This design comes from an exercise in tuning for small area, a short achievable clock period and few clock cycles per item on the open sky130 flow, not from production work.
In this exercise RTL edits were held to simulation tests only and were not proved equivalent to the original.

File: design/flow/design.v
module INV_IP (
    input  [5:0] p,
    input  [4:0] x,
    output [5:0] y
);
    wire n0;
    wire n1;
    wire n2;
    wire n3;
    wire n4;
    wire n5;
    wire n6;
    wire n7;
    wire n8;
    wire n9;
    wire n10;
    wire n11;
    wire n12;
    wire n13;
    wire n14;
    wire n15;
    wire n16;
    wire n17;
    wire n18;
    wire n19;
    wire n20;
    wire n21;
    wire n22;
    wire n23;
    wire n24;
    wire n25;
    wire n26;
    wire n27;
    wire n28;
    wire n29;
    wire n30;
    wire n31;
    wire n32;
    wire n33;
    wire n34;
    wire n35;
    wire n36;
    wire n37;
    wire n38;
    wire n39;
    wire n40;
    wire n41;
    wire n42;
    wire n43;
    wire n44;
    wire n45;
    wire n46;
    wire n47;
    wire n48;
    wire n49;
    wire n50;
    wire n51;
    wire n52;
    wire n53;
    wire n54;
    wire n55;
    wire n56;
    wire n57;
    wire n58;
    wire n59;
    wire n60;
    wire n61;
    wire n62;
    wire n63;
    wire n64;
    wire n65;
    wire n66;
    wire n67;
    wire n68;
    wire n69;
    wire n70;
    wire n71;
    wire n72;
    wire n73;
    wire n74;
    wire n75;
    wire n76;
    wire n77;
    wire n78;
    wire n79;
    wire n80;
    wire n81;
    wire n82;
    wire n83;
    wire n84;
    wire n85;
    wire n86;
    wire n87;
    wire n88;
    wire n89;
    wire n90;
    wire n91;
    wire n92;
    wire n93;
    wire n94;
    wire n95;
    wire n96;
    wire n97;
    wire n98;
    wire n99;
    wire n100;
    wire n101;
    wire n102;
    wire n103;
    wire n104;
    wire n105;
    wire n106;
    wire n107;
    wire n108;
    wire n109;
    wire n110;
    wire n111;
    wire n112;
    wire n113;
    wire n114;
    wire n115;
    wire n116;
    wire n117;
    wire n118;
    wire n119;
    wire n120;
    wire n121;
    wire n122;
    wire n123;
    wire n124;
    wire n125;
    wire n126;
    wire n127;
    wire n128;
    wire n129;
    wire n130;
    wire n131;
    wire n132;
    wire n133;
    wire n134;
    wire n135;
    wire n136;
    wire n137;
    wire n138;
    wire n139;
    wire n140;
    wire n141;
    wire n142;
    wire n143;
    wire n144;
    wire n145;
    wire n146;
    wire n147;
    wire n148;
    wire n149;
    wire n150;
    wire n151;
    wire n152;
    wire n153;
    wire n154;
    wire n155;
    wire n156;
    wire n157;
    wire n158;
    wire n159;
    wire n160;
    wire n161;
    wire n162;
    wire n163;
    wire n164;
    wire n165;
    wire n166;
    wire n167;
    wire n168;
    wire n169;
    wire n170;
    wire n171;
    wire n172;
    wire n173;
    wire n174;
    wire n175;
    wire n176;
    wire n177;
    wire n178;
    wire n179;
    wire n180;
    wire n181;
    wire n182;
    wire n183;
    wire n184;
    wire n185;
    wire n186;
    wire n187;
    wire n188;
    wire n189;
    wire n190;
    wire n191;
    wire n192;
    wire n193;
    wire n194;
    wire n195;
    wire n196;
    wire n197;
    wire n198;
    wire n199;
    wire n200;
    wire n201;
    wire n202;
    wire n203;
    wire n204;
    wire n205;
    wire n206;
    wire n207;
    wire n208;
    wire n209;
    wire n210;
    wire n211;
    wire n212;
    wire n213;
    wire n214;
    wire n215;
    wire n216;
    wire n217;
    wire n218;
    wire n219;
    wire n220;
    wire n221;
    wire n222;
    wire n223;
    wire n224;
    wire n225;
    wire n226;
    wire n227;
    wire n228;
    wire n229;
    wire n230;
    wire n231;
    wire n232;
    wire n233;
    wire n234;
    wire n235;
    wire n236;
    wire n237;
    wire n238;
    wire n239;
    wire n240;
    wire n241;
    wire n242;
    wire n243;
    wire n244;
    wire n245;
    wire n246;
    wire n247;
    wire n248;
    wire n249;
    wire n250;
    wire n251;
    wire n252;
    wire n253;
    wire n254;
    wire n255;
    wire n256;
    wire n257;
    wire n258;
    wire n259;
    wire n260;
    wire n261;
    wire n262;
    wire n263;
    wire n264;
    wire n265;
    wire n266;
    wire n267;
    wire n268;
    wire n269;
    wire n270;
    wire n271;
    wire n272;
    wire n273;
    wire n274;
    wire n275;
    wire n276;
    wire n277;
    wire n278;
    wire n279;
    wire n280;
    wire n281;
    wire n282;
    wire n283;
    wire n284;
    wire n285;
    wire n286;
    wire n287;
    wire n288;
    wire n289;
    wire n290;
    wire n291;
    wire n292;
    wire n293;
    wire n294;
    wire n295;
    wire n296;
    wire n297;
    wire n298;
    wire n299;
    wire n300;
    wire n301;
    wire n302;
    wire n303;
    wire n304;
    wire n305;
    wire n306;
    wire n307;
    wire n308;
    wire n309;
    wire n310;
    wire n311;
    wire n312;
    wire n313;
    wire n314;
    wire n315;
    wire n316;
    wire n317;
    wire n318;
    wire n319;
    wire n320;
    wire n321;
    wire n322;
    wire n323;
    wire n324;
    wire n325;
    wire n326;
    wire n327;
    wire n328;
    wire n329;
    wire n330;
    wire n331;
    wire n332;
    wire n333;
    wire n334;
    wire n335;
    wire n336;
    wire n337;
    wire n338;
    wire n339;
    wire n340;
    wire n341;
    wire n342;
    wire n343;
    wire n344;
    wire n345;
    wire n346;
    wire n347;
    wire n348;
    wire n349;
    wire n350;
    wire n351;
    wire n352;
    wire n353;
    wire n354;
    wire n355;
    wire n356;
    wire n357;
    wire n358;
    wire n359;
    wire n360;
    wire n361;
    wire n362;
    wire n363;
    wire n364;
    wire n365;
    wire n366;
    wire n367;
    wire n368;
    wire n369;
    wire n370;
    wire n371;
    wire n372;
    wire n373;
    wire n374;
    wire n375;
    wire n376;
    wire n377;
    wire n378;
    wire n379;
    wire n380;
    wire n381;
    wire n382;
    wire n383;
    wire n384;
    wire n385;
    wire n386;
    wire n387;
    wire n388;
    wire n389;
    wire n390;
    wire n391;
    wire n392;
    wire n393;
    wire n394;
    wire n395;
    wire n396;
    wire n397;
    wire n398;
    wire n399;
    wire n400;
    wire n401;
    wire n402;
    wire n403;
    wire n404;
    wire n405;
    wire n406;
    wire n407;
    wire n408;
    wire n409;
    wire n410;
    wire n411;
    wire n412;
    wire n413;
    wire n414;
    wire n415;
    wire n416;
    wire n417;
    wire n418;
    wire n419;
    wire n420;
    wire n421;
    wire n422;
    wire n423;
    wire n424;
    wire n425;
    wire n426;
    wire n427;
    wire n428;
    wire n429;
    wire n430;
    wire n431;
    wire n432;
    wire n433;
    wire n434;
    wire n435;
    wire n436;
    wire n437;
    wire n438;
    wire n439;
    wire n440;
    wire n441;
    wire n442;
    wire n443;
    wire n444;
    wire n445;
    wire n446;
    wire n447;
    wire n448;
    wire n449;
    wire n450;
    wire n451;
    wire n452;
    wire n453;
    wire n454;
    wire n455;
    wire n456;
    wire n457;
    wire n458;
    wire n459;
    wire n460;
    wire n461;
    wire n462;
    wire n463;
    wire n464;
    wire n465;
    wire n466;
    wire n467;
    wire n468;
    wire n469;
    wire n470;
    wire n471;
    wire n472;
    wire n473;
    wire n474;
    wire n475;
    wire n476;
    wire n477;
    wire n478;
    wire n479;
    wire n480;
    wire n481;
    wire n482;
    wire n483;
    wire n484;
    wire n485;
    wire n486;
    wire n487;
    wire n488;
    wire n489;
    wire n490;
    wire n491;
    wire n492;
    wire n493;
    wire n494;
    wire n495;
    wire n496;
    wire n497;
    wire n498;
    wire n499;
    wire n500;
    wire n501;
    wire n502;
    wire n503;
    assign n0 = (p[0] & p[1]);
    assign n1 = (~p[3] & n0);
    assign n2 = (~x[2] & ~x[3]);
    assign n3 = (~p[2] & ~n2);
    assign n4 = (~p[2] & x[1]);
    assign n5 = (~n3 & ~n4);
    assign n6 = (n1 & ~n5);
    assign n7 = (~x[0] & n6);
    assign n8 = (p[0] & p[2]);
    assign n9 = (p[3] & n8);
    assign n10 = (~x[0] & ~x[1]);
    assign n11 = (x[2] & n10);
    assign n12 = (n9 & n11);
    assign n13 = (x[0] & x[1]);
    assign n14 = (~x[0] & x[2]);
    assign n15 = (~n13 & ~n14);
    assign n16 = (~p[2] & n0);
    assign n17 = (~x[0] & x[1]);
    assign n18 = (~p[3] & ~n17);
    assign n19 = (n16 & n18);
    assign n20 = (n15 & n19);
    assign n21 = (~n12 & ~n20);
    assign n22 = (x[0] & x[2]);
    assign n23 = (n1 & n22);
    assign n24 = (n21 & n23);
    assign n25 = (~n7 & ~n24);
    assign n26 = (~x[1] & ~n25);
    assign n27 = (~p[1] & n9);
    assign n28 = (x[0] & ~x[2]);
    assign n29 = (~x[3] & n17);
    assign n30 = (x[2] & n29);
    assign n31 = (~n28 & ~n30);
    assign n32 = (x[0] & ~x[1]);
    assign n33 = (~x[2] & x[3]);
    assign n34 = (~n32 & ~n33);
    assign n35 = (n31 & n34);
    assign n36 = (n27 & ~n35);
    assign n37 = (~x[1] & ~x[3]);
    assign n38 = (~n14 & n37);
    assign n39 = (n9 & n38);
    assign n40 = (~n36 & ~n39);
    assign n41 = (p[4] & ~p[5]);
    assign n42 = (p[2] & n0);
    assign n43 = (n2 & n13);
    assign n44 = (n42 & n43);
    assign n45 = (n41 & ~n44);
    assign n46 = (p[0] & ~p[2]);
    assign n47 = (~p[1] & ~p[3]);
    assign n48 = (n46 & n47);
    assign n49 = (p[3] & n42);
    assign n50 = (~n48 & ~n49);
    assign n51 = (x[1] & x[2]);
    assign n52 = (x[0] & ~x[3]);
    assign n53 = (~n51 & ~n52);
    assign n54 = (x[2] & ~x[3]);
    assign n55 = (~x[1] & ~n54);
    assign n56 = (n53 & ~n55);
    assign n57 = (~n2 & ~n56);
    assign n58 = (~n9 & ~n57);
    assign n59 = (x[0] & x[3]);
    assign n60 = (~x[2] & n59);
    assign n61 = (n13 & n54);
    assign n62 = (~n60 & ~n61);
    assign n63 = (~n17 & ~n32);
    assign n64 = (x[2] & x[3]);
    assign n65 = (n63 & n64);
    assign n66 = (n62 & ~n65);
    assign n67 = (~n58 & n66);
    assign n68 = (~n50 & ~n67);
    assign n69 = (n45 & ~n68);
    assign n70 = (n40 & n69);
    assign n71 = (~n26 & n70);
    assign n72 = (~p[1] & n8);
    assign n73 = (~p[3] & n72);
    assign n74 = (~x[3] & x[4]);
    assign n75 = (~x[3] & ~x[4]);
    assign n76 = (x[2] & n75);
    assign n77 = (~x[2] & ~n75);
    assign n78 = (~n76 & ~n77);
    assign n79 = (~n74 & n78);
    assign n80 = (n17 & n79);
    assign n81 = (n13 & n74);
    assign n82 = (~x[4] & n17);
    assign n83 = (x[4] & n32);
    assign n84 = (n33 & ~n83);
    assign n85 = (~n82 & n84);
    assign n86 = (~n81 & ~n85);
    assign n87 = (~n80 & n86);
    assign n88 = (n73 & ~n87);
    assign n89 = (~x[2] & n17);
    assign n90 = (~x[3] & n89);
    assign n91 = (n27 & ~n90);
    assign n92 = (~x[4] & n32);
    assign n93 = (n33 & n92);
    assign n94 = (x[1] & ~x[4]);
    assign n95 = (n2 & n94);
    assign n96 = (~n11 & ~n82);
    assign n97 = (~n95 & n96);
    assign n98 = (~n93 & n97);
    assign n99 = (n91 & n98);
    assign n100 = (p[4] & p[5]);
    assign n101 = (p[3] & n16);
    assign n102 = (~n13 & n54);
    assign n103 = (~n43 & ~n102);
    assign n104 = (x[3] & ~n22);
    assign n105 = (~n10 & ~n104);
    assign n106 = (n103 & n105);
    assign n107 = (~x[1] & ~x[2]);
    assign n108 = (~n59 & ~n107);
    assign n109 = (~x[4] & ~n108);
    assign n110 = (x[1] & n75);
    assign n111 = (~n109 & ~n110);
    assign n112 = (~n106 & n111);
    assign n113 = (n101 & ~n112);
    assign n114 = (n100 & ~n113);
    assign n115 = (~n99 & n114);
    assign n116 = (~n88 & n115);
    assign n117 = (~x[3] & n83);
    assign n118 = (p[3] & ~n117);
    assign n119 = (x[2] & ~n74);
    assign n120 = (~n29 & n119);
    assign n121 = (n42 & ~n120);
    assign n122 = (~n90 & n121);
    assign n123 = (n118 & n122);
    assign n124 = (~p[4] & p[5]);
    assign n125 = (~n123 & n124);
    assign n126 = (~x[1] & n75);
    assign n127 = (~n22 & n126);
    assign n128 = (p[1] & ~n127);
    assign n129 = (x[4] & n89);
    assign n130 = (x[1] & n33);
    assign n131 = (p[3] & n46);
    assign n132 = (~x[1] & x[3]);
    assign n133 = (x[2] & n132);
    assign n134 = (n131 & ~n133);
    assign n135 = (~n130 & n134);
    assign n136 = (~n129 & n135);
    assign n137 = (n128 & n136);
    assign n138 = (~p[1] & n131);
    assign n139 = (n33 & n63);
    assign n140 = (~n102 & ~n139);
    assign n141 = (~n10 & ~n140);
    assign n142 = (n138 & ~n141);
    assign n143 = (n10 & ~n33);
    assign n144 = (n62 & ~n143);
    assign n145 = (~x[4] & n107);
    assign n146 = (~x[3] & n145);
    assign n147 = (n144 & ~n146);
    assign n148 = (n73 & ~n147);
    assign n149 = (~n142 & ~n148);
    assign n150 = (~n137 & n149);
    assign n151 = (n125 & n150);
    assign n152 = (~p[4] & ~p[5]);
    assign n153 = (p[3] & x[1]);
    assign n154 = (n16 & n153);
    assign n155 = (~n27 & ~n154);
    assign n156 = (p[2] & ~n13);
    assign n157 = (~n155 & ~n156);
    assign n158 = (n152 & ~n157);
    assign n159 = (n8 & n18);
    assign n160 = (n158 & ~n159);
    assign n161 = (~n151 & ~n160);
    assign n162 = (~n116 & n161);
    assign y[0] = (~n71 & n162);
    assign n163 = (p[3] & ~x[0]);
    assign n164 = (n13 & n49);
    assign n165 = (~n163 & ~n164);
    assign n166 = (n33 & ~n165);
    assign n167 = (~n138 & ~n166);
    assign n168 = (~n0 & n33);
    assign n169 = (x[2] & n13);
    assign n170 = (~n168 & ~n169);
    assign n171 = (~n90 & n170);
    assign n172 = (~n127 & n171);
    assign n173 = (~n167 & n172);
    assign n174 = (~x[0] & n74);
    assign n175 = (~x[2] & n174);
    assign n176 = (~x[2] & n13);
    assign n177 = (x[2] & n32);
    assign n178 = (~n64 & ~n177);
    assign n179 = (~n176 & n178);
    assign n180 = (n73 & n179);
    assign n181 = (~n175 & n180);
    assign n182 = (n124 & ~n181);
    assign n183 = (~x[4] & n176);
    assign n184 = (x[3] & n22);
    assign n185 = (~n54 & ~n74);
    assign n186 = (~x[1] & ~n185);
    assign n187 = (~n184 & ~n186);
    assign n188 = (~n183 & n187);
    assign n189 = (n49 & ~n188);
    assign n190 = (n54 & n83);
    assign n191 = (x[2] & ~n75);
    assign n192 = (n10 & ~n191);
    assign n193 = (n28 & n75);
    assign n194 = (~n169 & ~n193);
    assign n195 = (~n192 & n194);
    assign n196 = (~n190 & n195);
    assign n197 = (n101 & ~n196);
    assign n198 = (~n189 & ~n197);
    assign n199 = (n182 & n198);
    assign n200 = (~n173 & n199);
    assign n201 = (x[4] & ~n155);
    assign n202 = (n27 & n37);
    assign n203 = (x[3] & ~n92);
    assign n204 = (n101 & ~n203);
    assign n205 = (~n202 & ~n204);
    assign n206 = (~n201 & n205);
    assign n207 = (~x[2] & ~n17);
    assign n208 = (~n206 & n207);
    assign n209 = (x[2] & n72);
    assign n210 = (x[4] & n17);
    assign n211 = (~x[4] & n10);
    assign n212 = (~n52 & ~n211);
    assign n213 = (~n210 & n212);
    assign n214 = (p[3] & ~n213);
    assign n215 = (n13 & n75);
    assign n216 = (~n214 & ~n215);
    assign n217 = (n209 & ~n216);
    assign n218 = (n37 & n101);
    assign n219 = (~n73 & ~n218);
    assign n220 = (~x[0] & n33);
    assign n221 = (n53 & ~n220);
    assign n222 = (~n145 & ~n221);
    assign n223 = (~n219 & ~n222);
    assign n224 = (n100 & ~n223);
    assign n225 = (~n217 & n224);
    assign n226 = (~n208 & n225);
    assign n227 = (~n153 & ~n163);
    assign n228 = (~n18 & n227);
    assign n229 = (n72 & ~n228);
    assign n230 = (~n16 & ~n229);
    assign n231 = (n163 & ~n209);
    assign n232 = (~n230 & ~n231);
    assign n233 = (n101 & n107);
    assign n234 = (n152 & ~n233);
    assign n235 = (~n232 & n234);
    assign n236 = (~x[3] & n22);
    assign n237 = (~x[0] & n64);
    assign n238 = (~n236 & ~n237);
    assign n239 = (n91 & n238);
    assign n240 = (x[1] & n54);
    assign n241 = (~n60 & ~n240);
    assign n242 = (n9 & ~n241);
    assign n243 = (~n6 & ~n242);
    assign n244 = (~n239 & n243);
    assign n245 = (~n13 & ~n244);
    assign n246 = (p[2] & n139);
    assign n247 = (~n51 & ~n246);
    assign n248 = (n1 & ~n247);
    assign n249 = (~n15 & n48);
    assign n250 = (n41 & ~n249);
    assign n251 = (~n248 & n250);
    assign n252 = (~n245 & n251);
    assign n253 = (~n235 & ~n252);
    assign n254 = (~n226 & n253);
    assign y[1] = (~n200 & n254);
    assign n255 = (~n22 & n153);
    assign n256 = (n103 & ~n255);
    assign n257 = (~x[4] & ~n29);
    assign n258 = (~n256 & ~n257);
    assign n259 = (n118 & ~n133);
    assign n260 = (~x[1] & x[2]);
    assign n261 = (~n74 & ~n176);
    assign n262 = (~n260 & ~n261);
    assign n263 = (x[4] & n130);
    assign n264 = (~n83 & ~n236);
    assign n265 = (~n263 & n264);
    assign n266 = (~n191 & n265);
    assign n267 = (~n262 & n266);
    assign n268 = (~p[3] & ~n267);
    assign n269 = (~n259 & ~n268);
    assign n270 = (~n258 & ~n269);
    assign n271 = (n72 & ~n270);
    assign n272 = (~n31 & ~n83);
    assign n273 = (n32 & n64);
    assign n274 = (~n146 & ~n273);
    assign n275 = (~x[4] & n240);
    assign n276 = (n84 & ~n145);
    assign n277 = (~n275 & ~n276);
    assign n278 = (n274 & n277);
    assign n279 = (~n272 & n278);
    assign n280 = (n101 & ~n279);
    assign n281 = (n100 & ~n280);
    assign n282 = (~n271 & n281);
    assign n283 = (~n83 & ~n132);
    assign n284 = (~n108 & ~n283);
    assign n285 = (n73 & ~n284);
    assign n286 = (x[3] & n32);
    assign n287 = (x[2] & n74);
    assign n288 = (~n286 & ~n287);
    assign n289 = (~n2 & ~n13);
    assign n290 = (n288 & n289);
    assign n291 = (n96 & ~n290);
    assign n292 = (n49 & ~n291);
    assign n293 = (~n285 & ~n292);
    assign n294 = (~n240 & ~n293);
    assign n295 = (~n138 & ~n164);
    assign n296 = (~n54 & ~n130);
    assign n297 = (n4 & ~n296);
    assign n298 = (n5 & n74);
    assign n299 = (~n174 & ~n220);
    assign n300 = (~n273 & n299);
    assign n301 = (~n298 & n300);
    assign n302 = (~n297 & n301);
    assign n303 = (~n295 & ~n302);
    assign n304 = (~n14 & ~n215);
    assign n305 = (n288 & n304);
    assign n306 = (n101 & ~n305);
    assign n307 = (n124 & ~n306);
    assign n308 = (~n303 & n307);
    assign n309 = (~n294 & n308);
    assign n310 = (x[1] & n1);
    assign n311 = (n72 & ~n107);
    assign n312 = (~n310 & ~n311);
    assign n313 = (~n232 & ~n312);
    assign n314 = (n158 & ~n313);
    assign n315 = (~n64 & ~n132);
    assign n316 = (p[1] & ~n315);
    assign n317 = (n104 & n144);
    assign n318 = (~n316 & ~n317);
    assign n319 = (n9 & ~n318);
    assign n320 = (~n10 & n33);
    assign n321 = (~n11 & n156);
    assign n322 = (~n3 & ~n321);
    assign n323 = (~n320 & ~n322);
    assign n324 = (n1 & ~n323);
    assign n325 = (n27 & n56);
    assign n326 = (n48 & ~n51);
    assign n327 = (~n207 & n326);
    assign n328 = (n45 & ~n327);
    assign n329 = (~n325 & n328);
    assign n330 = (~n324 & n329);
    assign n331 = (~n319 & n330);
    assign n332 = (~n314 & ~n331);
    assign n333 = (~n309 & n332);
    assign y[2] = (~n282 & n333);
    assign n334 = (n128 & ~n190);
    assign n335 = (~x[0] & ~n79);
    assign n336 = (~p[4] & ~n43);
    assign n337 = (~n335 & n336);
    assign n338 = (~n334 & ~n337);
    assign n339 = (p[4] & x[4]);
    assign n340 = (n13 & n339);
    assign n341 = (n131 & ~n340);
    assign n342 = (~n338 & n341);
    assign n343 = (n33 & ~n63);
    assign n344 = (~x[4] & n343);
    assign n345 = (~n51 & ~n344);
    assign n346 = (n342 & n345);
    assign n347 = (~n65 & ~n126);
    assign n348 = (~p[3] & ~n347);
    assign n349 = (~n59 & ~n74);
    assign n350 = (n228 & ~n349);
    assign n351 = (~n74 & ~n82);
    assign n352 = (p[3] & x[2]);
    assign n353 = (~n351 & n352);
    assign n354 = (~n145 & ~n193);
    assign n355 = (~n343 & n354);
    assign n356 = (~n353 & n355);
    assign n357 = (~n350 & n356);
    assign n358 = (~n348 & n357);
    assign n359 = (n72 & ~n358);
    assign n360 = (n100 & ~n359);
    assign n361 = (~n346 & n360);
    assign n362 = (n79 & ~n176);
    assign n363 = (~n83 & ~n362);
    assign n364 = (p[1] & ~n363);
    assign n365 = (~n184 & ~n286);
    assign n366 = (~n364 & n365);
    assign n367 = (n342 & n366);
    assign n368 = (~n29 & ~n174);
    assign n369 = (n140 & n368);
    assign n370 = (n73 & ~n369);
    assign n371 = (n49 & ~n183);
    assign n372 = (~n89 & n104);
    assign n373 = (~n190 & ~n372);
    assign n374 = (n371 & n373);
    assign n375 = (n124 & ~n374);
    assign n376 = (~n370 & n375);
    assign n377 = (~n367 & n376);
    assign n378 = (~n48 & n296);
    assign n379 = (n10 & n33);
    assign n380 = (~n176 & ~n379);
    assign n381 = (~n50 & n380);
    assign n382 = (~n378 & n381);
    assign n383 = (x[1] & n2);
    assign n384 = (~n60 & ~n383);
    assign n385 = (~n49 & ~n384);
    assign n386 = (n42 & n385);
    assign n387 = (n27 & ~n289);
    assign n388 = (n9 & n184);
    assign n389 = (n41 & ~n388);
    assign n390 = (~n387 & n389);
    assign n391 = (n21 & n390);
    assign n392 = (~n386 & n391);
    assign n393 = (~n382 & n392);
    assign n394 = (~n89 & n321);
    assign n395 = (n27 & n394);
    assign n396 = (n10 & n101);
    assign n397 = (n234 & ~n396);
    assign n398 = (~n395 & n397);
    assign n399 = (~n393 & ~n398);
    assign n400 = (~n377 & n399);
    assign y[3] = (~n361 & n400);
    assign n401 = (n40 & ~n42);
    assign n402 = (~n61 & ~n132);
    assign n403 = (~n11 & n402);
    assign n404 = (n49 & n107);
    assign n405 = (~n385 & ~n404);
    assign n406 = (n403 & n405);
    assign n407 = (~n401 & n406);
    assign n408 = (~x[0] & ~n54);
    assign n409 = (n27 & n408);
    assign n410 = (~n394 & n409);
    assign n411 = (n48 & n379);
    assign n412 = (~p[5] & ~n411);
    assign n413 = (~n410 & n412);
    assign n414 = (~n24 & n413);
    assign n415 = (~n407 & n414);
    assign n416 = (~x[1] & ~n74);
    assign n417 = (x[1] & n74);
    assign n418 = (~n416 & ~n417);
    assign n419 = (n22 & ~n418);
    assign n420 = (~n132 & ~n417);
    assign n421 = (n14 & ~n420);
    assign n422 = (~n368 & ~n421);
    assign n423 = (~n419 & ~n422);
    assign n424 = (p[5] & n49);
    assign n425 = (~n423 & n424);
    assign n426 = (~x[0] & n76);
    assign n427 = (n17 & n33);
    assign n428 = (~n273 & ~n427);
    assign n429 = (~n175 & n428);
    assign n430 = (~n426 & n429);
    assign n431 = (n101 & ~n430);
    assign n432 = (~n33 & ~n55);
    assign n433 = (n138 & n432);
    assign n434 = (n212 & n433);
    assign n435 = (~n108 & n416);
    assign n436 = (n384 & ~n435);
    assign n437 = (n73 & ~n436);
    assign n438 = (n154 & ~n185);
    assign n439 = (~p[4] & ~n438);
    assign n440 = (~n437 & n439);
    assign n441 = (~n434 & n440);
    assign n442 = (~n431 & n441);
    assign n443 = (~n425 & n442);
    assign n444 = (~n11 & ~n240);
    assign n445 = (x[4] & ~n444);
    assign n446 = (~n215 & ~n445);
    assign n447 = (p[3] & ~n446);
    assign n448 = (~x[4] & ~n163);
    assign n449 = (x[4] & n163);
    assign n450 = (n320 & ~n449);
    assign n451 = (~n448 & n450);
    assign n452 = (n76 & ~n153);
    assign n453 = (~p[3] & n59);
    assign n454 = (n22 & ~n83);
    assign n455 = (~n453 & ~n454);
    assign n456 = (~n452 & n455);
    assign n457 = (~n451 & n456);
    assign n458 = (~n447 & n457);
    assign n459 = (n13 & ~n74);
    assign n460 = (~p[3] & n459);
    assign n461 = (n72 & ~n460);
    assign n462 = (~n458 & n461);
    assign n463 = (n63 & n418);
    assign n464 = (~n95 & n101);
    assign n465 = (n265 & n464);
    assign n466 = (~n463 & n465);
    assign n467 = (n100 & ~n466);
    assign n468 = (~n462 & n467);
    assign n469 = (~n443 & ~n468);
    assign y[4] = (~n415 & n469);
    assign n470 = (n408 & n418);
    assign n471 = (~n64 & n289);
    assign n472 = (~n264 & n471);
    assign n473 = (p[3] & ~n472);
    assign n474 = (~n470 & n473);
    assign n475 = (~p[3] & ~n273);
    assign n476 = (~n262 & n475);
    assign n477 = (~n474 & ~n476);
    assign n478 = (~n190 & ~n477);
    assign n479 = (n72 & ~n478);
    assign n480 = (x[4] & ~n403);
    assign n481 = (~x[4] & n220);
    assign n482 = (n101 & ~n481);
    assign n483 = (n274 & n482);
    assign n484 = (~n480 & n483);
    assign n485 = (p[4] & ~n484);
    assign n486 = (~n479 & n485);
    assign n487 = (~n88 & ~n101);
    assign n488 = (~n117 & ~n237);
    assign n489 = (~n487 & ~n488);
    assign n490 = (x[1] & ~n77);
    assign n491 = (n49 & ~n490);
    assign n492 = (~n180 & ~n491);
    assign n493 = (x[0] & ~n416);
    assign n494 = (~n492 & n493);
    assign n495 = (n63 & ~n459);
    assign n496 = (n138 & n495);
    assign n497 = (~n78 & n496);
    assign n498 = (n49 & n421);
    assign n499 = (~p[4] & ~n498);
    assign n500 = (~n497 & n499);
    assign n501 = (~n494 & n500);
    assign n502 = (~n489 & n501);
    assign n503 = (p[5] & ~n502);
    assign y[5] = (~n486 & n503);
endmodule
module EC_TOP(
    clk, rst_n, in_valid,
    in_Px, in_Py, in_Qx, in_Qy, in_prime, in_a,
    out_valid, out_Rx, out_Ry
);
    input clk, rst_n, in_valid;
    input [6-1:0] in_Px, in_Py, in_Qx, in_Qy, in_prime, in_a;
    output reg out_valid;
    output reg [6-1:0] out_Rx, out_Ry;
    reg c1, c2, c3, c4;
    always @(posedge clk or negedge rst_n) begin
        if (!rst_n) begin
            c1 <= 1'b0; c2 <= 1'b0; c3 <= 1'b0; c4 <= 1'b0; out_valid <= 1'b0;
        end else begin
            c1 <= in_valid;
            c2 <= c1;
            c3 <= c2;
            c4 <= c3;
            out_valid <= c4;
        end
    end
    wire      in_dbl = (in_Px == in_Qx);
    reg [5:0] p, px, qx, npy;
    always @(posedge clk) begin
        if (in_valid) begin
            p   <= in_prime;
            px  <= in_Px;
            qx  <= in_Qx;
            npy <= in_prime - in_Py;
        end
    end
    reg [5:0] cq;                
    reg       dbl, cadd;         
    always @(posedge clk) begin
        cq   <= !in_valid ? 6'd0 : in_dbl ? in_a : in_Qy;
        dbl  <= in_dbl;
        cadd <= in_valid & !in_dbl;
    end
    wire [7:0] d    = dbl ? ({2'b0, p} - {1'b0, npy, 1'b0}) : ({2'b0, qx} - {2'b0, px});
    wire       dneg = d[7];
    wire [5:0] dabs = dneg ? (6'd0 - d[5:0]) : d[5:0];
    wire [6:0] dcmp = {1'b0, p} - {dabs, 1'b0};         
    wire       fold = dcmp[6];
    wire [5:0] xh   = fold ? (p - dabs) : dabs;
    wire [5:0] jh;
    INV_IP u_inv (.p(p), .x(xh[4:0]), .y(jh));
    wire [5:0] jv   = (dneg ^ fold) ? (p - jh) : jh;
    reg  [7:0] ra;               
    reg  [5:0] rb;               
    wire [7:0] k3a = {1'b0, p, 1'b0};
    wire [7:0] k3b = {2'b11, ~px};
    wire [7:0] k3c = {2'b11, ~qx};
    wire [7:0] k3s;
    EC_RCA #(8) u_k3 (.a(k3a ^ k3b ^ k3c), .b({((k3a & k3b) | (k3a & k3c) | (k3b & k3c)), 1'b0}),
                      .ci(1'b1), .s(k3s));
    wire [6:0] k3  = k3s[6:0] + 7'd1;
    wire [7:0] k4  = {2'b0, npy} + (yq[6] ? ra : 8'd0);    
    wire [7:0] mk  = c3 ? {1'b0, k3} : c4 ? k4 : 8'd0;
    wire [7:0] ya  = {2'b0, px};
    wire [7:0] yb  = {2'b0, p};
    wire [7:0] yc  = {2'b11, ~out_Rx};
    wire [7:0] yq;
    EC_RCA #(8) u_yq (.a(ya ^ yb ^ yc), .b({((ya & yb) | (ya & yc) | (yb & yc)), 1'b0}),
                      .ci(1'b1), .s(yq));
    wire [5:0] my  = c4 ? {yq[5:1], ~(px[0] ^ out_Rx[0])} : rb;
    wire [8:0] sa [0:6];
    wire [8:0] sb [0:6];
    assign sa[0] = {3'b0, cq};
    assign sb[0] = {3'b0, cadd ? npy : 6'd0};
    genvar i;
    generate
        for (i = 0; i < 6; i = i + 1) begin : it
            wire [8:0] v3 = my[i] ? {1'b0, ra} : 9'd0;
            wire       m  = sa[i][0] ^ sb[i][0] ^ v3[0];
            wire [8:0] v4 = m ? {3'b0, p} : 9'd0;
            wire [8:0] s1 = sa[i] ^ sb[i] ^ v3;
            wire [8:0] k1 = (sa[i] & sb[i]) | (sa[i] & v3) | (sb[i] & v3);
            wire [8:0] c1s = {k1[7:0], 1'b0};
            wire [8:0] s2 = s1 ^ c1s ^ v4;
            wire [8:0] k2 = (s1 & c1s) | (s1 & v4) | (c1s & v4);
            assign sa[i+1] = {1'b0, s2[8:1]};
            assign sb[i+1] = k2;
        end
    endgenerate
    wire [8:0] ua  = sa[6];
    wire [8:0] ub  = sb[6];
    wire [8:0] uk  = {1'b0, mk};
    wire [8:0] np1, np3;                                    
    EC_RCA #(9) u_np1 (.a(~{3'b0, p}), .b(9'd0), .ci(1'b1), .s(np1));
    EC_RCA #(9) u_np3 (.a(np1), .b({np1[7:0], 1'b0}), .ci(1'b0), .s(np3));
    wire [8:0] np2 = {np1[7:0], 1'b0};
    wire [8:0] a1  = ua ^ ub ^ uk;
    wire [8:0] b1  = {((ua[7:0] & ub[7:0]) | (ua[7:0] & uk[7:0]) | (ub[7:0] & uk[7:0])), 1'b0};
    wire [8:0] r0  = a1 + b1;
    wire [8:0] r1  = (a1 ^ b1 ^ np1) + {((a1[7:0] & b1[7:0]) | (a1[7:0] & np1[7:0]) | (b1[7:0] & np1[7:0])), 1'b0};
    wire [8:0] r2  = (a1 ^ b1 ^ np2) + {((a1[7:0] & b1[7:0]) | (a1[7:0] & np2[7:0]) | (b1[7:0] & np2[7:0])), 1'b0};
    wire [8:0] r3  = (a1 ^ b1 ^ np3) + {((a1[7:0] & b1[7:0]) | (a1[7:0] & np3[7:0]) | (b1[7:0] & np3[7:0])), 1'b0};
    wire [5:0] res = !r3[8] ? r3[5:0] : !r2[8] ? r2[5:0] : !r1[8] ? r1[5:0] : r0[5:0];
    wire [6:0] e1 = {1'b0, ra[5:0]};
    wire [7:0] g1 = {e1, 1'b0} - {2'b0, p};
    wire [5:0] f1 = g1[7] ? {e1[4:0], 1'b0} : g1[5:0];
    wire [7:0] g2 = {1'b0, f1, 1'b0} - {2'b0, p};
    wire [5:0] f2 = g2[7] ? {f1[4:0], 1'b0} : g2[5:0];
    wire [7:0] g3 = {1'b0, f2, 1'b0} - {2'b0, p};
    wire [5:0] f3 = g3[7] ? {f2[4:0], 1'b0} : g3[5:0];
    wire [7:0] ra_o = in_valid ? ({2'b0, in_Px} + {1'b0, in_Px, 1'b0}) : {2'b0, f3};
    wire [5:0] rb_o = in_valid ? (in_dbl ? in_Px : 6'd0) : jv;
    always @(posedge clk) begin
        ra <= (c1 | c2) ? {2'b0, res} : ra_o;
        rb <= c2 ? res : rb_o;
        out_Ry <= res;
        if (c3) out_Rx <= res;
    end
endmodule
module EC_RCA #(parameter W = 8) (
    input  [W-1:0] a,
    input  [W-1:0] b,
    input          ci,
    output [W-1:0] s
);
    wire [W:0] c;
    assign c[0] = ci;
    genvar k;
    generate
        for (k = 0; k < W; k = k + 1) begin : bit_
            assign s[k]   = a[k] ^ b[k] ^ c[k];
            assign c[k+1] = (a[k] & b[k]) | (a[k] & c[k]) | (b[k] & c[k]);
        end
    endgenerate
endmodule
File: design/flow/flow/run.sh
#!/bin/bash
set -euo pipefail
TARGET_NS=$(cat flow/target_ns)
MARGIN=$(python3 -c "print(round(${FLOW_PERIOD_NS} - ${TARGET_NS}, 3))")
echo "export SETUP_SLACK_MARGIN = ${MARGIN}" >> config.mk
echo "export BUFFER_PORTS_ARGS = -buffer_cell sky130_fd_sc_hd__buf_1" >> config.mk
bash standard.sh > standard_make.log 2>&1
File: design/flow/flow/target_ns
11.2
File: design/flow/standard.sh
#!/bin/bash
# synth_recipe.tcl (not shown) runs the flow's synth.tcl, then flattens the netlist and writes it again
# the make line also repeats each setting of config.mk as NAME=value (left out here)
make -C /OpenROAD-flow-scripts/flow DESIGN_CONFIG=/design/flow/config.mk WORK_HOME=/design/flow/orfs CLKGATE_MAP_FILE= SYNTH_SCRIPT=/design/flow/synth_recipe.tcl "${@:-finish}"
File: design/flow/config.mk
export PLATFORM = sky130hd
export DESIGN_NAME = EC_TOP
export DESIGN_NICKNAME = EC_TOP
export VERILOG_FILES = /design/flow/design.v
export SDC_FILE = /design/flow/constraint.sdc
export NUM_CORES = 4
export LEC_CHECK = 0
export ABC_AREA = 1
export CAP_MARGIN = 20
export CORE_MARGIN = 2
export CORE_UTILIZATION = 55
export CTS_BUF_LIST = sky130_fd_sc_hd__clkbuf_8
export SLEW_MARGIN = 20
export SETUP_SLACK_MARGIN = 32.8
export BUFFER_PORTS_ARGS = -buffer_cell sky130_fd_sc_hd__buf_1
File: design/flow/constraint.sdc
create_clock -name core_clock -period 44.0 [get_ports {clk}]
set_input_delay 8.8000 -clock core_clock [delete_from_list [all_inputs] [get_ports {clk}]]
set_output_delay 8.8000 -clock core_clock [all_outputs]
set_load 0.01 [all_outputs]
==> results.sh, run 1 <==
export IMPL_clockBufferDepth=2
export IMPL_synth_cell_types=54
export IMPL_synth_xor_area_share_pct=4.45
export IMPL_dr_pass1_iters=7
export IMPL_synth_seq_cells=63
export IMPL_slew_headroom_pct=32.0
export IMPL_ctsRootBufferMaster="clkbuf_8"
export IMPL_dieHeight_um=152
export IMPL_setup_tns_ps=0
export IMPL_crit_top_cell="fa_1"
export IMPL_setup_violations=0
export IMPL_vias=11400
export IMPL_critPathArrivalTime_ps=11370
export IMPL_syn_nets=1962
export IMPL_fillers=2110
export IMPL_async_flop_share_pct=7.94
export IMPL_syn_inst=1667
export IMPL_dieArea_um2=23000
export IMPL_start_util_pct=55.6
export IMPL_final_hold_viol_count=0
export IMPL_grt_pass1_wl_um=61300
export IMPL_endpoint_kind="register"
export IMPL_rows=54
export IMPL_min_path_type="reg -> reg"
export IMPL_cts_sinks=63
export IMPL_min_period_ps=11150
export IMPL_drtIter0Drc=915
export IMPL_max_freq_ghz=0.0897
export IMPL_synth_area_um2=12000
export IMPL_yosys_area_top_type="fa_1"
export IMPL_viasPerCell=5.61
export IMPL_grt_antenna_before_repair=0
export IMPL_grt_start_max_net_pins=47
export IMPL_crit_fanout=5
export IMPL_required_ps=44220
export IMPL_grt_usage_pct=34.2
export IMPL_cpPeakStageDelay_ps=600
export IMPL_fin_nets=2035
export IMPL_synth_top_family_by_area="adder cells"
export IMPL_synth_common_cells="nand2_1, inv_1, nor2_1"
export IMPL_drive_above_1_share_pct=10.6
export IMPL_synth_top_cell_area_share_pct=22.3
export IMPL_cts_tree="done"
export IMPL_htree_levels=3
export IMPL_wl_per_cell_um=19.5
export IMPL_status="finished clean"
export IMPL_rsz0062_at_grt="true"
export IMPL_clk_pin_slew_worst_paths_ps=90
export IMPL_ys_flop_type="edfxtp_1"
export IMPL_yosysSeqAreaShare_pct=13.2
export IMPL_n_antenna_cell=0
export IMPL_drc=0
export IMPL_synth_mux_area_share_pct=0.0833
export IMPL_die_width_um=152
export IMPL_yosys_cell_count_top_type="nand2_1"
export IMPL_grt_pass1_vias=11300
export IMPL_crit_path_start_kind="register"
export IMPL_tightest_slew_ps=1010
export IMPL_fin_crit_sh_pct=25.3
export IMPL_holdWs_ps=395
export IMPL_grt_remaining_overflow=0
export IMPL_synth_compound_area_share_pct=9.88
export IMPL_synthTopCellsByArea="fa_1, ha_1, nand2_1"
export IMPL_wl_um=39400
export IMPL_coreArea_um2=21600
export IMPL_yosysWarnings=3
export IMPL_path_class="reg -> reg"
export IMPL_slew_viol_final=0
export IMPL_synth_edff_count=30
export IMPL_numCtsBuffers=9
export IMPL_clk_latency_ps=360
export IMPL_cap_violations=0
export IMPL_hpwl_um=31700
export IMPL_finalClockSkew_ps=15.7
export IMPL_synth_simple_area_share_pct=26.2
export IMPL_synthAdderAreaFrac_pct=35.0
export IMPL_ctsHoldBuffers=0
export IMPL_io_buffers=51
export IMPL_crit_path_top_delay_cell="fa_2"
export IMPL_gp_congestion=0.976
export IMPL_ant_nets=0
export IMPL_synth_area_per_cell_um2=7.21
export IMPL_syn_to_final_growth_pct=8.84
export IMPL_io_pins=52
==> worst max-delay path: cells and delay by family, from the launching register on <==
family                   cells  cell delay, ps
adder cells (fa/ha/maj)     17            7990
AND/OR/NAND/NOR             11             740
AO/OA/AOI/OAI                6             520
XOR/XNOR                     1             180
multiplexers                 1             190
flip-flops                   1             440
buffers and inverters       12             940
==> metrics by stage <==
| stage | setup slack, ps | util (%) | instances | area, µm² |
|---|---|---|---|---|
| floorplan | 32810 | - | 1667 | 12000 |
| finish | 32850 | 60.5 | 2025 | 13100 |
| detailed placement | 31970 | 57.8 | 1986 | 12500 |
| global placement | 32250 | 57.8 | 1986 | 12500 |
| global route | 32440 | 60.5 | 2025 | 13100 |
| CTS | 32790 | 59.3 | 2011 | 12800 |
==> flip-flops by register name, summed over array words and instances, names as in the netlist <==
signal     count
out_Ry         6
ra             8
dbl            1
p              6
rb             6
c2             1
npy            6
qx             6
c4             1
c3             1
out_valid      1
cq             6
px             6
cadd           1
c1             1
out_Rx         6
==> logic make-up (layout without fill, tap and decap cells) <==
group	count (synthesis)	count (layout)
compound gates	213	213
xor+xnor	61	61
fa+ha+maj	256	256
buf+inv	337	415
flops	63	63
mux	1	1
simple gates	736	736
==> metal layers <==
metal	vias to the layer above	routed length (µm)	GRT usage [%]
li1	5395	-	-
met1	5356	15200	42.6
met2	477	18900	57.7
met3	137	2740	4.82
met4	0	2530	18.7
met5	-	0	0
==> cell type report <==
class	instances	area, µm²	share of cell area (%)
multi-input cells	1267	9290	71.0
flip-flops and latches	63	1590	12.1
well taps	280	350	2.68
repair buffers	88	489	3.74
clock inverters	7	53.8	0.411
inverters	311	1180	9.05
clock buffers	9	124	0.947
==> repair_timing <==
action / 4_1_cts / 5_1_grt
buffers inserted: 9 / 14
endpoints found under the setup margin: 24 / 24
pin swaps: 12 / 23
gates resized for setup: 30 / 59
==> cell usage in the layout, fill, tap and decap left out, drive strengths merged, types with 2 or more instances in the layout <==
cell    count
a211oi      5
xnor2      23
or2         6
fa        134
o22ai       7
nand2     432
o211ai      8
nor3        2
buf        87
nor2      164
o21a        4
a31oi      12
clkinv      5
xor2       38
o21bai      4
edfxtp     30
ha        122
clkbuf     10
nand3b      3
dfxtp      28
o21ai      93
nand3     111
dfrtp       5
inv       312
nand4      14
a21oi      72
==> worst paths after layout <==
kind	start	endpoint	slack, ps	cells past startpoint
max	px[0]	ra[0]	32850	48
min	c1	c2	400	0
max reg2reg	px[0]	ra[0]	32850	48
min reg2reg	c1	c2	400	0
max in group asynchronous	rst_n	c4	35490	1
min in group asynchronous	rst_n	c3	8270	1
Testbench counts, summed over its fixed seeds: cycles 95,992, items 16,000.
==> inputs of run 2 (changes only) <==
--- a/design/flow/config.mk
+++ b/design/flow/config.mk
@@ -10,3 +10,3 @@
 export CORE_MARGIN = 2
-export CORE_UTILIZATION = 55
+export CORE_UTILIZATION = 62
 export CTS_BUF_LIST = sky130_fd_sc_hd__clkbuf_8
==> run 2 against run 1 <==
Compared with the run above:
- via count up 3.7%
- highest routed layer unchanged
- sequential cell count unchanged
- worst hold slack better by 27 ps
- utilization up 9.3 points
- die area down 11%
==> results.sh, run 2 <==
export IMPL_status="finished clean"
export IMPL_fillers=1575
export IMPL_r2r_end="ra[3]"
export IMPL_dieHeight_um=143
export IMPL_ant_nets=0
export IMPL_fin_nets=2034
export IMPL_hpwl_um=31100
export IMPL_rr_worst_depth=47
export IMPL_crit_fanout=8
export IMPL_gp_congestion=1.01
export IMPL_clk_pin_slew_worst_paths_ps=80
export IMPL_yosysSeqAreaShare_pct=13.2
export IMPL_dieArea_um2=20500
export IMPL_synth_common_cells="nand2_1, inv_1, nor2_1"
export IMPL_clk_latency_ps=370
export IMPL_largest_reg_flops=8
export IMPL_finalClockSkew_ps=15.0
export IMPL_route_met2_wl_um=18500
export IMPL_setup_tns_ps=0
export IMPL_htree_levels=3
export IMPL_synth_area_um2=12000
export IMPL_cap_violations=0
export IMPL_async_flop_share_pct=7.94
export IMPL_grt_remaining_overflow=0
export IMPL_start_util_pct=63.6
export IMPL_wl_um=40000
export IMPL_viasPerCell=5.88
export IMPL_drc=0
export IMPL_tightest_slew_ps=968
export IMPL_cpPeakStageDelay_ps=610
export IMPL_synth_cell_types=54
export IMPL_max_freq_ghz=0.0891
export IMPL_cts_tree="done"
export IMPL_grt_usage_pct=39.6
export IMPL_crit_path_start_kind="register"
export IMPL_grt_antenna_before_repair=1
export IMPL_io_buffers=51
export IMPL_dr_pass1_iters=6
export IMPL_final_cell_mix="nand2_1, inv_1, nor2_1"
export IMPL_path_class="reg -> reg"
export IMPL_rrSetupSlack_ps=32770
export IMPL_wl_met3_um=4150
export IMPL_slew_headroom_pct=34.8
export IMPL_synthTopCellsByArea="fa_1, ha_1, nand2_1"
export IMPL_wl_per_cell_um=19.9
export IMPL_final_common_cell="nand2_1"
export IMPL_crit_path_top_delay_cell="fa_2"
export IMPL_syn_inst=1667
export IMPL_grt_start_max_net_pins=47
export IMPL_vias=11800
export IMPL_fin_area_um2=13200
export IMPL_top_register="ra"
export IMPL_ctsRootBufferMaster="clkbuf_8"
export IMPL_drive_above_1_share_pct=10.6
export IMPL_numCtsBuffers=9
export IMPL_rr_startpoint="out_Rx[0]"
export IMPL_yosysWarnings=3
export IMPL_rsz0062_at_grt="true"
export IMPL_drtIter0Drc=1315
export IMPL_final_hold_viol_count=0
export IMPL_wl_met1_um=14800
export IMPL_syn_nets=1962
export IMPL_slew_viol_final=0
export IMPL_coreArea_um2=18900
export IMPL_yosys_cell_count_top_type="nand2_1"
export IMPL_clockBufferDepth=2
export IMPL_min_path_type="reg -> reg"
export IMPL_critPathArrivalTime_ps=11500
export IMPL_ctsHoldBuffers=0
export IMPL_syn_to_final_growth_pct=9.67
export IMPL_synth_seq_cells=63
export IMPL_ys_flop_type="edfxtp_1"
export IMPL_min_from="c1"
export IMPL_synth_top_cell_area_share_pct=22.3
export IMPL_place_inst=1965
export IMPL_dpl_instance_area_um2=12500
export IMPL_rows=50
export IMPL_synth_edff_count=30
export IMPL_grt_pass1_vias=11700
export IMPL_synth_area_per_cell_um2=7.21
export IMPL_die_width_um=143
export IMPL_highest_layer="met4"
export IMPL_cts_sinks=63
export IMPL_required_ps=44280
export IMPL_grt_pass1_wl_um=61300
export IMPL_min_period_ps=11230
export IMPL_yosys_area_top_type="fa_1"
export IMPL_setup_violations=0
export IMPL_endpoint_kind="register"
export IMPL_io_pins=52
export IMPL_final_cells=2005
export IMPL_endpoint="ra[3]"
export IMPL_crit_top_cell="fa_1"
export IMPL_setup_worst_path_start="out_Rx[0]"
export IMPL_fin_crit_sh_pct=25.5
==> run 2: cell counts after synthesis <==
No cell type changed its count.
==> run 2: worst max-delay path: cells and delay by family (launching register included) <==
family / cells / cell delay, ps
AOI/OAI and AO/OA: 7 / 770
xor gates and xnor gates: 1 / 270
adders and majority gates: 17 / 8110
buffers and inverters: 11 / 750
DFF: 1 / 420
and+or+nand+nor: 11 / 820
==> run 2: area by class of cell <==
class / instances / area [µm²] / area share (%)
antenna: 1 / 2.50 / 0.0190
clock buffer: 10 / 138 / 1.04
clock inverter: 6 / 115 / 0.873
inverter: 311 / 1190 / 9.01
multi-input combinational: 1267 / 9340 / 70.9
sequential: 63 / 1590 / 12.0
tap: 260 / 325 / 2.47
timing repair buffer: 87 / 483 / 3.66
==> run 2: logic make-up (layout without fill, tap and decap cells) <==
group / count (synthesis) / count (layout) / share of synthesized area [%]
other: 0 / 1 / 0
muxes: 1 / 1 / 0.0833
xor gates and xnor gates: 61 / 61 / 4.45
buffers and inverters: 337 / 414 / 11.2
and+or+nand+nor: 736 / 736 / 26.2
AOI/OAI and AO/OA: 213 / 213 / 9.88
adders and majority gates: 256 / 256 / 35.0
DFF: 63 / 63 / 13.2
==> run 2: what timing repair did <==
action,4_1_cts,5_1_grt
endpoints found under the setup margin,24,24
pin swaps,12,13
resized for setup,33,63
buffers inserted,14,9
==> run 2: per-layer routing <==
metal | track usage (%) | vias up
met5 | 0 | -
met4 | 20.9 | 0
met3 | 8.89 | 206
met2 | 65.0 | 703
met1 | 48.7 | 5495
li1 | - | 5386
==> run 2: stage by stage <==
step / hold slack, ps / utilization (%) / setup slack, ps
global route: 416 / 69.7 / 32540
floorplan: 355 / - / 32810
detailed placement: 377 / 66.0 / 31760
finish: 422 / 69.8 / 32770
CTS: 394 / 68.3 / 32810
global placement: 364 / 66.0 / 32010
==> run 2: worst min-delay path by stage <==
stage / end / slack, ps / cells after the start
floorplan: c2 / 350 / 0
global placement: c2 / 360 / 0
detailed placement: c2 / 380 / 0
CTS: c2 / 390 / 0
global route: c2 / 420 / 0
finish: c2 / 420 / 0
==> inputs of run 3 (changes only) <==
--- a/design/flow/config.mk
+++ b/design/flow/config.mk
@@ -10,3 +10,3 @@
 export CORE_MARGIN = 2
-export CORE_UTILIZATION = 62
+export CORE_UTILIZATION = 40
 export CTS_BUF_LIST = sky130_fd_sc_hd__clkbuf_8
==> run 3 against run 2 <==
Compared with the run above:
- still clean on timing, DRC and antenna
- die area grew 53%
- critical path depth shrank 1
- global-route usage shrank 13 points
- sequential cell count is the same
- utilization shrank 25 points
- clock skew is essentially flat
- non-clock buffer count grew 5
- wire length grew 0.47%
- final cell count grew 6.7%
- setup slack lost 12 ps
- critical endpoint is now ra[0]
- largest cell class unchanged
==> results.sh, run 3 <==
export IMPL_status="finished clean"
export IMPL_wl_um=40200
export IMPL_path_class="reg -> reg"
export IMPL_gp_congestion=1.01
export IMPL_synthTopCellsByArea="fa_1, ha_1, nand2_1"
export IMPL_r2r_end="ra[0]"
export IMPL_syn_to_final_growth_pct=10.2
export IMPL_grt_start_max_net_pins=47
export IMPL_grt_pass1_wl_um=63000
export IMPL_tightest_slew_ps=969
export IMPL_synth_cell_types=54
export IMPL_cpPeakStageDelay_ps=620
export IMPL_drc=0
export IMPL_start_util_pct=40.5
export IMPL_cts_tree="done"
export IMPL_crit_path_top_delay_cell="fa_2"
export IMPL_clockBufferDepth=2
export IMPL_htree_levels=3
export IMPL_syn_inst=1667
export IMPL_setup_tns_ps=0
export IMPL_crit_path_start_kind="register"
export IMPL_grt_pass1_vias=11600
export IMPL_synth_seq_cells=63
export IMPL_final_common_cell="nand2_1"
export IMPL_dp_slack_ps=31560
export IMPL_critPathArrivalTime_ps=11460
export IMPL_synth_area_per_cell_um2=7.21
export IMPL_ant_nets=0
export IMPL_final_hold_viol_count=0
export IMPL_crit_top_cell="fa_1"
export IMPL_yosys_cell_count_top_type="nand2_1"
export IMPL_rrSetupSlack_ps=32760
export IMPL_fillers=3145
export IMPL_synth_common_cells="nand2_1, inv_1, nor2_1"
export IMPL_coreArea_um2=29600
export IMPL_numCtsBuffers=9
export IMPL_grt_usage_pct=26.4
export IMPL_synth_area_um2=12000
export IMPL_finalClockSkew_ps=14.8
export IMPL_crit_fanout=7
export IMPL_final_cell_mix="nand2_1, inv_1, nor2_1"
export IMPL_synth_edff_count=30
export IMPL_grt_remaining_overflow=0
export IMPL_dieArea_um2=31400
export IMPL_ys_flop_type="edfxtp_1"
export IMPL_viasPerCell=5.30
export IMPL_required_ps=44220
export IMPL_n_antenna_cell=0
export IMPL_drtIter0Drc=1027
export IMPL_syn_nets=1962
export IMPL_io_pins=52
export IMPL_utilization_pct=44.7
export IMPL_cap_violations=0
export IMPL_io_buffers=51
export IMPL_min_path_type="reg -> reg"
export IMPL_yosys_area_top_type="fa_1"
export IMPL_min_period_ps=11240
export IMPL_hpwl_um=32000
export IMPL_async_flop_share_pct=7.94
export IMPL_final_cells=2139
export IMPL_min_from="c1"
export IMPL_yosysWarnings=3
export IMPL_ctsRootBufferMaster="clkbuf_8"
export IMPL_dpl_instance_area_um2=12600
export IMPL_slew_viol_final=0
export IMPL_setup_worst_path_start="px[0]"
export IMPL_rows=63
export IMPL_fin_area_um2=13200
export IMPL_fin_crit_sh_pct=25.5
export IMPL_endpoint_kind="register"
export IMPL_dr_pass1_iters=6
export IMPL_die_width_um=177
export IMPL_slew_headroom_pct=35.2
export IMPL_top_register="ra"
export IMPL_rr_startpoint="px[0]"
export IMPL_max_freq_ghz=0.0890
export IMPL_wl_per_cell_um=18.8
export IMPL_dieHeight_um=177
export IMPL_grt_antenna_before_repair=0
export IMPL_clk_latency_ps=370
export IMPL_vias=11300
export IMPL_cts_sinks=63
export IMPL_place_inst=2094
export IMPL_drive_above_1_share_pct=10.2
export IMPL_fin_nets=2039
export IMPL_yosysSeqAreaShare_pct=13.2
export IMPL_clk_pin_slew_worst_paths_ps=80
export IMPL_setup_slack_ps=32760
export IMPL_synth_top_cell_area_share_pct=22.3
export IMPL_largest_reg_flops=8
export IMPL_rr_worst_depth=46
export IMPL_endpoint="ra[0]"
export IMPL_rsz0062_at_grt="true"
export IMPL_setup_violations=0
## run 3: cell counts after synthesis
No cell type changed its count.
## run 3: how the worst min path moves through the flow
stage / end / slack, ps / cells past startpoint
after floorplan: c2 / 350 / 0
after global placement: c2 / 360 / 0
after detailed placement: c2 / 370 / 0
after CTS: c2 / 390 / 0
after global routing: c2 / 400 / 0
final: c2 / 380 / 0
## run 3: cell type report
type / instances / area, µm² / share of cell area [%]
clock inverters: 5 / 81.3 / 0.614
flip-flops and latches: 63 / 1590 / 12.0
well taps: 390 / 488 / 3.69
multi-input cells: 1267 / 9230 / 69.7
clock buffers: 11 / 151 / 1.14
repair buffers: 92 / 520 / 3.93
inverters: 311 / 1180 / 8.90
## run 3: cell families (layout without fill, tap and decap cells)
logic type | count (synthesis) | count (layout) | synth area share, %
AO/OA/AOI/OAI | 213 | 213 | 9.88
XOR/XNOR | 61 | 61 | 4.45
adder cells (fa/ha/maj) | 256 | 256 | 35.0
buffers and inverters | 337 | 419 | 11.2
flip-flops | 63 | 63 | 13.2
multiplexers | 1 | 1 | 0.0833
AND/OR/NAND/NOR | 736 | 736 | 26.2
## run 3: timing repair
| item | CTS | global route |
|---|---|---|
| endpoints found under the setup margin | 24 | 24 |
| hold endpoints to repair | 0 | 0 |
| pin swaps | 16 | 32 |
| hold buffers | 0 | 0 |
| setup buffers | 19 | 10 |
| resized for setup | 41 | 33 |
## run 3: worst max-delay path, delay by kind of cell (launching register included)
kind	cells	cell delay, ps
adders and majority gates	17	8230
and+or+nand+nor	11	780
buffers and inverters	10	740
AOI/OAI and AO/OA	6	560
DFF	1	410
muxes	1	210
xor gates and xnor gates	1	140
## run 3: metal layers
layer	track usage (%)	vias to the layer above	share of wire [%]
met1	32.7	5364	40
met4	15.6	0	6.6
met5	0	-	0
met2	43.7	453	46
met3	4.05	139	6.8
li1	-	5388	-
## run 3: metrics by stage
step	hold WS, ps
2_1_floorplan	355
3_3_place_gp	362
3_5_place_dp	368
4_1_cts	387
5_1_grt	402
6_report	382
==> inputs of run 4 (changes only) <==
--- a/design/flow/design.v
+++ b/design/flow/design.v
@@ -1080,3 +1080,4 @@
     wire [7:0] yb  = {2'b0, p};
-    wire [7:0] yc  = {2'b11, ~out_Rx};
+    wire [5:0] rx  = {rb[5:1], ~(rb[0] ^ px[0])};        
+    wire [7:0] yc  = {2'b11, ~rx};
     wire [7:0] yq;
@@ -1084,3 +1085,3 @@
                       .ci(1'b1), .s(yq));
-    wire [5:0] my  = c4 ? {yq[5:1], ~(px[0] ^ out_Rx[0])} : rb;
+    wire [5:0] my  = {c4 ? yq[5:1] : rb[5:1], rb[0]};
     wire [8:0] sa [0:6];
@@ -1129,5 +1130,6 @@
         ra <= (c1 | c2) ? {2'b0, res} : ra_o;
-        rb <= c2 ? res : rb_o;
+        rb[5:1] <= (c2 | c3) ? res[5:1] : rb_o[5:1];
+        rb[0]   <= c2 ? res[0] : c3 ? ~(px[0] ^ res[0]) : rb_o[0];
         out_Ry <= res;
-        if (c3) out_Rx <= res;
+        out_Rx <= rx;
     end
--- a/design/flow/config.mk
+++ b/design/flow/config.mk
@@ -8,7 +8,7 @@
 export ABC_AREA = 1
-export CAP_MARGIN = 20
+export CAP_MARGIN = 5
 export CORE_MARGIN = 2
-export CORE_UTILIZATION = 40
+export CORE_UTILIZATION = 55
 export CTS_BUF_LIST = sky130_fd_sc_hd__clkbuf_8
-export SLEW_MARGIN = 20
+export SLEW_MARGIN = 5
 export SETUP_SLACK_MARGIN = 32.8
==> run 4 against run 3 <==
Compared with the run above:
- still clean
- die area is 26% lower
- sequential cell count stayed put
- register-to-register slack better by 230 ps
- highest routed layer unchanged
==> results.sh, run 4 <==
export IMPL_grt_pass1_wl_um=62200
export IMPL_regArea_um2=1540
export IMPL_grt_pass1_vias=11500
export IMPL_cts_tree="done"
export IMPL_fin_nets=2048
export IMPL_critPathArrivalTime_ps=11280
export IMPL_yosys_cell_count_top_type="nand2_1"
export IMPL_final_hold_viol_count=0
export IMPL_min_path_type="reg -> reg"
export IMPL_multi_input_area_um2=9460
export IMPL_drive_above_1_share_pct=10.9
export IMPL_yosys_area_top_type="fa_1"
export IMPL_dieHeight_um=153
export IMPL_synth_edff_count=24
export IMPL_rsz0062_at_grt="true"
export IMPL_grt_antenna_before_repair=0
export IMPL_clk_pin_slew_worst_paths_ps=80
export IMPL_dieArea_um2=23400
export IMPL_synth_area_per_cell_um2=7.22
export IMPL_place_inst=1999
export IMPL_max_freq_ghz=0.0909
export IMPL_status="finished clean"
export IMPL_synth_compound_area_share_pct=10.6
export IMPL_fillers=2084
export IMPL_required_ps=44270
export IMPL_wl_um=39900
export IMPL_grt_remaining_overflow=0
export IMPL_setup_slack_ps=33000
export IMPL_n_antenna_cell=0
export IMPL_synth_cell_types=55
export IMPL_final_cell_mix="nand2_1, inv_1, nor2_1"
export IMPL_synthTopCellsByArea="fa_1, nand2_1, ha_1"
export IMPL_slew_headroom_pct=37.4
export IMPL_synth_area_um2=12200
export IMPL_largest_reg_flops=8
export IMPL_coreArea_um2=21800
export IMPL_cts_sinks=63
export IMPL_clockBufferDepth=2
export IMPL_clk_latency_ps=380
export IMPL_final_common_cell="nand2_1"
export IMPL_crit_buf_inv=13
export IMPL_gp_congestion=1.01
export IMPL_finalClockSkew_ps=15.1
export IMPL_drc=0
export IMPL_async_flop_share_pct=7.94
export IMPL_synth_seq_cells=63
export IMPL_syn_to_final_growth_pct=8.41
export IMPL_setup_violations=0
export IMPL_syn_inst=1690
export IMPL_ys_flop_type="dfxtp_1"
export IMPL_synthAdderAreaFrac_pct=34.2
export IMPL_fin_crit_sh_pct=25.0
export IMPL_ant_nets=0
export IMPL_final_cells=2040
export IMPL_htree_levels=3
export IMPL_dp_slack_ps=32140
export IMPL_synth_top_cell_area_share_pct=21.8
export IMPL_vias=11500
export IMPL_endpoint_kind="register"
export IMPL_crit_top_cell="fa_1"
export IMPL_crit_fanout=4
export IMPL_slew_viol_final=0
export IMPL_cap_violations=0
export IMPL_min_period_ps=11000
export IMPL_setup_tns_ps=0
export IMPL_rows=54
export IMPL_crit_path_start_kind="register"
export IMPL_synth_simple_area_share_pct=26.5
export IMPL_top_register="ra"
export IMPL_start_util_pct=55.9
export IMPL_wl_per_cell_um=19.5
export IMPL_yosysWarnings=3
export IMPL_grt_usage_pct=34.3
export IMPL_ctsRootBufferMaster="clkbuf_8"
export IMPL_yosysSeqAreaShare_pct=12.5
export IMPL_numCtsBuffers=9
export IMPL_io_pins=52
export IMPL_hpwl_um=31700
export IMPL_dr_pass1_iters=5
export IMPL_cp_top_family="adder cells"
export IMPL_die_width_um=153
export IMPL_synth_common_cells="nand2_1, inv_1, nor2_1"
export IMPL_synth_xor_area_share_pct=4.66
export IMPL_syn_nets=1983
export IMPL_viasPerCell=5.63
export IMPL_path_class="reg -> reg"
export IMPL_cpPeakStageDelay_ps=590
export IMPL_drtIter0Drc=869
export IMPL_synth_mux_area_share_pct=0
export IMPL_io_buffers=51
export IMPL_synth_top_family_by_area="adder cells"
export IMPL_crit_path_top_delay_cell="fa_2"
export IMPL_grt_start_max_net_pins=47
export IMPL_tightest_slew_ps=936
run 4: layout make-up:
cell class / count / share of cell area (%)
clock inverter: 7 / 0.577
clock buffer: 9 / 0.936
inverter: 319 / 9.19
multi-input combinational: 1277 / 71.5
tap: 280 / 2.65
sequential: 63 / 11.6
timing repair buffer: 85 / 3.50
run 4: through the flow:
stage / util (%) / hold slack (ps) / instance area (µm²)
5_1_grt: 60.6 / 405 / 13200
6_report: 60.6 / 386 / 13200
2_1_floorplan: - / 355 / 12200
3_5_place_dp: 57.8 / 375 / 12600
3_3_place_gp: 57.8 / 368 / 12600
4_1_cts: 59.2 / 394 / 12900
run 4: repair_timing:
item / 4_1_cts / 5_1_grt
cloned: 0 / 0
hold buffers: 0 / 0
setup buffers: 7 / 18
pin swaps: 4 / 41
setup endpoints to repair: 18 / 18
resized for setup: 28 / 60
run 4: per-layer routing:
layer / global-route usage (%) / vias up / routed length [µm]
met5: 0 / - / 0
met4: 16.7 / 0 / 2210
met3: 5.02 / 132 / 2830
met2: 59.0 / 470 / 19100
met1: 42.4 / 5444 / 15700
li1: - / 5443 / -
run 4: cell families (layout without fill, tap and decap cells):
family | Yosys count | in the layout
and+or+nand+nor | 726 | 726
AOI/OAI and AO/OA | 233 | 233
adders and majority gates | 254 | 254
buffers and inverters | 350 | 420
xor gates and xnor gates | 64 | 64
DFF | 63 | 63
run 4: final timing paths:
| check | cells past startpoint | from | slack (ps) | endpoint |
|---|---|---|---|---|
| setup reg to reg | 50 | p[1] | 33000 | rb[0] |
| hold / removal | 0 | c1 | 390 | c2 |
| hold reg to reg | 0 | c1 | 390 | c2 |
| max in group asynchronous | 1 | rst_n | 35500 | c1 |
| setup / recovery | 50 | p[1] | 33000 | rb[0] |
| min in group asynchronous | 1 | rst_n | 8270 | out_valid |
Testbench counts of run 4, summed over its fixed seeds: cycles 95,992, items 16,000.

==> afterwards: timing with drivers on the ports <==
In the flow no input, the clock included, has a driving cell. The finished layouts below were timed again as built, in two steps.
Step 1 (the two cells are an assumption about what drives the block):
set clk [get_ports {clk}]
set_driving_cell -lib_cell sky130_fd_sc_hd__clkbuf_16 $clk
set_driving_cell -lib_cell sky130_fd_sc_hd__buf_2 [delete_from_list [all_inputs] $clk]
Step 2 times the ports against the registers' clock, not the clock port: input delays grow and output delays shrink by t, the midpoint of the rising clock arrivals with the driver on.
Three values: ideal, step 1, step 2; two values: the first two.
run | t, ns | setup slack, ns | worst hold slack (ns)
run 1 | 0.394 | 32.851 / 32.851 / 32.851 | 0.395 / 0.395 / 0.395
run 2 | 0.394 | 32.775 / 32.775 / 32.775 | 0.422 / 0.422 / 0.422
run 3 | 0.403 | 32.763 / 32.763 / 32.763 | 0.382 / 0.382 / 0.382
run 4 | 0.411 | 32.998 / 32.998 / 32.998 | 0.386 / 0.386 / 0.386
After both steps every run listed still meets setup and hold.
